This design comes from an exercise in tuning for small area, a short achievable clock period and few clock cycles per item on the open sky130 flow, not from production work.
Function was checked by simulation only, so behaviour that the tests miss may differ from the original.

gamma:
==> flow/design.v (excerpt) <==
module SCPU(
    clk,
    rst_n,
    in_valid,
    instruction,
    MEM_out,
    busy,
    out_valid,
    out0,
    out1,
    out2,
    out3,
    out4,
    out5,
    out6,
    out7,
    out8,
    out9,
    out10,
    out11,
    out12,
    out13,
    out14,
    out15,
    WEN,
    ADDR,
    MEM_in
);
For scale: about 3500 cells after synthesis, roughly 500 flip-flops, roughly 330 I/O pins, roughly 31000 um^2 of cells after synthesis.
==> flow/config.mk <==
export PLATFORM = sky130hd
export DESIGN_NAME = SCPU
export DESIGN_NICKNAME = SCPU
export VERILOG_FILES = /design/flow/design.v
export SDC_FILE = /design/flow/constraint.sdc
export NUM_CORES = 4
export LEC_CHECK = 0
export CAP_MARGIN = 40
export CORE_MARGIN = 2
export CORE_UTILIZATION = 55
export CTS_CLUSTER_DIAMETER = 80
export CTS_CLUSTER_SIZE = 24
export SETUP_SLACK_MARGIN = 4.3
export SLEW_MARGIN = 40
==> flow/constraint.sdc <==
create_clock -name core_clock -period 7.5 [get_ports {clk}]
set_input_delay 1.5000 -clock core_clock [delete_from_list [all_inputs] [get_ports {clk}]]
set_output_delay 1.5000 -clock core_clock [all_outputs]
set_load 0.01 [all_outputs]
standard.sh (not shown) runs the stock make flow with config.mk's settings and CLKGATE_MAP_FILE= SYNTH_SCRIPT=/design/flow/synth_recipe.tcl, a recipe that flattens the netlist after the stock synthesis.
==> flow/flow/run.sh <==
#!/bin/bash
# Standard ORFS layout (the standard.sh), with the port buffers taken from
# the plain buffer family (buf_1) so that the resizer may size them freely.
set -euo pipefail
bash standard.sh "BUFFER_PORTS_ARGS=-buffer_cell sky130_fd_sc_hd__buf_1" finish > orfs_make.log 2>&1
Testbench counts of gamma, summed over its fixed seeds: cycles 17,116, instructions 16,000.
--- input diff gamma..epsilon ---
--- a/flow/design.v
+++ b/flow/design.v
@@ -492,21 +492,27 @@
         wb_v      <= ex_v;
         wb_wl     <= ex_wl;
         wb_wd     <= ex_wd;
         out_valid <= wb_v;
         WEN       <= !(go && ir_op == OP_SW);
     end
 end
 always @(posedge clk) begin
-    if (!stall) ir <= instruction;
-    rs_oh <= onehot(stall ? ir_rs : in_rs);
-    rt_oh <= onehot(stall ? ir_rt : in_rt);
-    h_rs  <= stall ? hh_rs : hn_rs;
-    h_rt  <= stall ? hh_rt : hn_rt;
+    if (!stall) begin
+        ir    <= instruction;
+        rs_oh <= onehot(in_rs);
+        rt_oh <= onehot(in_rt);
+        h_rs  <= hn_rs;
+        h_rt  <= hn_rt;
+    end
+    else begin
+        h_rs  <= hh_rs;
+        h_rt  <= hh_rt;
+    end
     ex_dl    <= ir_dl;
     ex_dd    <= ir_dd;
     ex_mult  <= ir_op == OP_MULT;
     ex_load  <= ir_op == OP_LW;
     ex_sub   <= ir_op == OP_SUBI || ir_op == OP_BEQ || ir_op == OP_SLT ||
                 (ir_op == OP_R && ir_func == 4'd4);
     ex_and   <= ir_op == OP_R && ir_func == 4'd0;
     ex_or    <= ir_op == OP_R && ir_func == 4'd1;
--- outcome ---
Against gamma, epsilon comes in 5.3 ps lower on hold slack. epsilon vs gamma, total number of cells along the worst setup path went up by 8. For setup slack after layout, gamma and epsilon come out practically identical. The final cell count of epsilon exceeds that of gamma by 28. Routed wire length came out higher on epsilon than on gamma. Delta(number of buffer and inverter stages on the critical path, epsilon - gamma) < 0. Fraction of registers with async set or reset after synthesis delta for epsilon relative to gamma: 0.43 points higher. Sort epsilon and gamma by sequential share of layout area, descending, and epsilon comes first. Global-route usage ended up 2.5 points higher on epsilon than on gamma. Average cell area after synthesis is higher on epsilon. Fraction of met3 tracks used by global routing ends up higher on epsilon.
Testbench counts of epsilon, summed over its fixed seeds: cycles 17,116, instructions 16,000.

--- another note on this design; it stands on its own ---

## SCPU
module SCPU(
    clk,
    rst_n,
    in_valid,
    instruction,
    MEM_out,
    busy,
    out_valid,
    out0,
    out1,
    out2,
    out3,
    out4,
    out5,
    out6,
    out7,
    out8,
    out9,
    out10,
    out11,
    out12,
    out13,
    out14,
    out15,
    WEN,
    ADDR,
    MEM_in
);
clock: 7.5 ns
lec_check: 0
cap_margin: 40
core_margin: 2
core_utilization: 62
cts_cluster_diameter: 80
cts_cluster_size: 24
setup_slack_margin: 4.3
slew_margin: 40
standard.sh (not shown) runs the stock make flow with config.mk's settings and CLKGATE_MAP_FILE= SYNTH_SCRIPT=/design/flow/synth_recipe.tcl, a recipe that flattens the netlist after the stock synthesis.
==> flow/flow/run.sh <==
#!/bin/bash
# Standard ORFS layout (the standard.sh), with the port buffers taken from
# the plain buffer family (buf_1) so that the resizer may size them freely.
set -euo pipefail
bash standard.sh "BUFFER_PORTS_ARGS=-buffer_cell sky130_fd_sc_hd__buf_1" finish > orfs_make.log 2>&1
The baseline passed the timing, design-rule and antenna checks.
Testbench counts at the start, summed over its fixed seeds: cycles 17,116, instructions 16,000.
Change:
--- a/flow/config.mk
+++ b/flow/config.mk
@@ -10 +10 @@
-export CORE_UTILIZATION = 62
+export CORE_UTILIZATION = 55
Worst setup slack improved by 0.10 ns; utilization falls by 7.7 points; first-iteration DRC count goes down by a quarter to a third; routed wire length is higher slightly; global-route usage decreases by 4.5 points; area after synthesis does not change; via count came out lower by a few percent.

==> what the ideal ports hide <==
How much do the figures lean on ideal ports? The routed layouts below were timed once more, with nothing changed but the port constraints.
Step 1, drivers: a clkbuf_16 drives clk and a buf_2 each remaining input, both assumed.
Step 2 times the ports against the registers' clock, not the clock port: input delays grow and output delays shrink by t, the midpoint of the rising clock arrivals with the driver on.
a / b / c = no drivers / after step 1 / after step 2; a / b = the first two.
run | t, ns | setup slack, ns | hold WS [ns]
gamma | 0.705 | 4.198 / 4.198 / 3.863 | 0.368 / 0.368 / 0.368
epsilon | 0.716 | 4.200 / 4.200 / 4.073 | 0.362 / 0.362 / 0.362
the first run of note 2 | 0.699 | 4.215 / 4.215 / 3.975 | 0.371 / 0.371 / 0.371
the second run of note 2 | 0.660 | 4.319 / 4.319 / 3.898 | 0.366 / 0.366 / 0.366
After both steps every run listed still meets setup and hold. The setup slack of the second run of note 2, which loses most, moves by 0.000 ns with the drivers and by -0.421 ns with both steps.
